This design comes from an exercise in tuning for small area on the open sky130 flow, not from production work. Function was checked by simulation only, so behaviour that the tests miss may differ from the original.

==> 04-13: inputs <==
// fma64
module fma64 (
		input  logic        clk,
		input  logic [64:0] mult1,
		input  logic [64:0] mult2,
		input  logic [64:0] acc,
		output logic [64:0] out
		);
	FMA fma (
			.clk(clk),
			.mult1(mult1),
			.mult2(mult2),
			.acc(acc),
			.out(out));
endmodule
==> flow/config.mk <==
export PLATFORM = sky130hd
export DESIGN_NAME = fma64
export DESIGN_NICKNAME = fma64
export VERILOG_FILES = /design/flow/design.v
export SDC_FILE = /design/flow/constraint.sdc
export NUM_CORES = 4
export LEC_CHECK = 0
export ABC_AREA = 1
export CAP_MARGIN = 10
export CORE_MARGIN = 2
export CORE_UTILIZATION = 60
export PLACE_DENSITY = 0.7
export SETUP_SLACK_MARGIN = 0.1
export SLEW_MARGIN = 10
export SYNTH_HIERARCHICAL = 1
export SYNTH_MINIMUM_KEEP_SIZE = 0
==> flow/constraint.sdc <==
create_clock -name core_clock -period 12.5 [get_ports {clk}]
set_input_delay 2.5000 -clock core_clock [delete_from_list [all_inputs] [get_ports {clk}]]
set_output_delay 2.5000 -clock core_clock [all_outputs]
set_load 0.01 [all_outputs]
standard.sh (not shown) runs the stock make flow with config.mk's settings and CLKGATE_MAP_FILE= SYNTH_SCRIPT=/design/flow/synth_recipe.tcl, a recipe that flattens the netlist after the stock synthesis.
==> flow/flow/run.sh <==
#!/bin/bash
# The standard layout flow, with plain buffers (buf_1) on the ports instead of
# the flow's default port buffer cell, and clock tree synthesis without dummy
# loads. Everything else is the standard.sh.
set -e
export BUFFER_PORTS_ARGS="-buffer_cell sky130_fd_sc_hd__buf_1"
export CTS_ARGS="-sink_clustering_enable -repair_clock_nets -dont_use_dummy_load"
bash standard.sh > standard.log 2>&1
==> 01-10 (differences from 04-13) <==
==> flow/run.sh (new file) <==
#!/bin/bash
# synth_recipe.tcl (not shown) runs the flow's synth.tcl, then flattens the netlist and writes it again
# the make line also repeats each setting of config.mk as NAME=value (left out here)
make -C /OpenROAD-flow-scripts/flow DESIGN_CONFIG=/design/flow/config.mk WORK_HOME=/design/flow/orfs CLKGATE_MAP_FILE= SYNTH_SCRIPT=/design/flow/synth_recipe.tcl finish
- CORE_UTILIZATION: 60 -> 55
- PLACE_DENSITY: 0.7 -> default
removed: flow/flow/run.sh
removed: flow/standard.sh
==> notes <==
Against 04-13, the routed wire length of 01-10 is higher by about 0.64%.
Synthesized area is the same in 04-13 and 01-10.
Die area: 01-10 is higher than 04-13 (9.0%).
Worst setup slack: 04-13 is lower than 01-10 (36 ps).
Via count: 01-10 is smaller than 04-13 (about 2%).
Utilization: 01-10 is lower than 04-13 (3.7 points).
01-10 ran to the end with no violations. 04-13 ran to the end with no violations.
Of 04-13 and 01-10, 04-13 has the higher critical path depth (gap 1).

* * *

==> job 3387 <==
fma64 again, from the RTL that the note above started with.
==> flow/config.mk <==
export PLATFORM = sky130hd
export DESIGN_NAME = fma64
export DESIGN_NICKNAME = fma64
export VERILOG_FILES = /design/flow/design.v
export SDC_FILE = /design/flow/constraint.sdc
export NUM_CORES = 4
export LEC_CHECK = 0
export ABC_AREA = 1
export CAP_MARGIN = 10
export CORE_MARGIN = 2
export CORE_UTILIZATION = 60
export PLACE_DENSITY = 0.7
export SETUP_SLACK_MARGIN = 0.1
export SLEW_MARGIN = 10
export SYNTH_HIERARCHICAL = 1
export SYNTH_MINIMUM_KEEP_SIZE = 0
==> flow/constraint.sdc <==
create_clock -name core_clock -period 12.5 [get_ports {clk}]
set_input_delay 2.5000 -clock core_clock [delete_from_list [all_inputs] [get_ports {clk}]]
set_output_delay 2.5000 -clock core_clock [all_outputs]
set_load 0.01 [all_outputs]
==> flow/flow/run.sh <==
#!/bin/bash
# The standard layout flow, with plain buffers (buf_1) on the ports instead of
# the flow's default port buffer cell, and clock tree synthesis without dummy
# loads and with larger sink clusters. Everything else is the standard.sh.
set -e
export BUFFER_PORTS_ARGS="-buffer_cell sky130_fd_sc_hd__buf_1"
export CTS_ARGS="-sink_clustering_enable -repair_clock_nets -dont_use_dummy_load -sink_clustering_size 30 -sink_clustering_max_diameter 150"
bash standard.sh > standard.log 2>&1
==> inputs of job 9464, as changes to job 3387 <==
==> flow/flow/run.sh (replaced) <==
#!/bin/bash
# The standard layout flow, with plain buffers (buf_1) on the ports instead of
# the flow's default port buffer cell. Everything else is the standard.sh.
set -e
export BUFFER_PORTS_ARGS="-buffer_cell sky130_fd_sc_hd__buf_1"
bash standard.sh > standard.log 2>&1
- CORE_UTILIZATION: 60 -> 55
- PLACE_DENSITY: 0.7 -> unset
==> run_results.csv <==
group,metric,value,unit
worst_setup_path,path_depth,28,
sta,tightest_slew,1367,ps
hold_path,hold_path_startpoint,"fma.out_r4[36]$_DFF_P_",
final_layout,n_all_buffers,501,
sta,fin_crit_sh,0.8451,
place,dpl.cell_count,11171,
grt,use_met3,0.1351,
worst_setup_path,crit_end,"fma.prod_r1[43]$_DFF_P_",
floorplanning,fp.dieW,389.0,microns
final_layout,final-clk-cell-share,0.01607,
floorplanning,rows,141,
outcome,outcome,"complete, no violations",
the above is filed under job 9464

==> run_results.csv <==
group,metric,value,unit
outcome,outcome,"complete, no violations",
worst_setup_path,crit_end,"fma.prod_r1[39]$_DFF_P_",
sta,tightest_slew,1347,ps
place,dpl.cell_count,10996,
grt,use_met3,0.1776,
hold_path,hold_path_startpoint,"fma.out_r4[60]$_DFF_P_",
final_layout,seq_cells,391,
final_layout,n_all_buffers,475,
sta,fin_crit_sh,0.8630,
floorplanning,fp.dieW,372.6,microns
floorplanning,rows,135,
final_layout,layout_commonest_cell,"nand2_1",
final_layout,final-clk-cell-share,0.005105,
the above is filed under job 3387

==> port drivers added, routing unchanged <==
Ports are ideal in the flow. The routed layouts listed here were re-timed in OpenROAD.
Step 1 sets driving cells, clkbuf_16 on the clock port and buf_2 on the other inputs (assumed; they add their load-dependent delay and slew).
Step 2, shift: input delay + t, output delay - t, t = (earliest + latest rising clock arrival at the registers) / 2. This alone moves slack from input paths to output paths.
Three values: no drivers, after step 1, after step 2; two values: the first two.
run | t, ns | setup WS [ns] | worst setup path after step 2 | latest minus earliest clock arrival (ns) | pins driven straight from the clock port
04-13 | 0.621 | 1.731 / 1.755 / 1.135 | input to register | 0.043 / 0.043 | 1
01-10 | 0.662 | 1.767 / 1.808 / 1.146 | input to register | 0.038 / 0.038 | 1
job 3387 | 0.603 | 1.712 / 1.739 / 1.136 | input to register | 0.063 / 0.063 | 1
job 9464 | 0.639 | 1.936 / 1.951 / 1.312 | input to register | 0.043 / 0.043 | 1
After both steps setup and hold are still met in every run listed. The setup slack of job 9464, which loses most, moves by +0.015 ns with the drivers and by -0.624 ns with both steps.
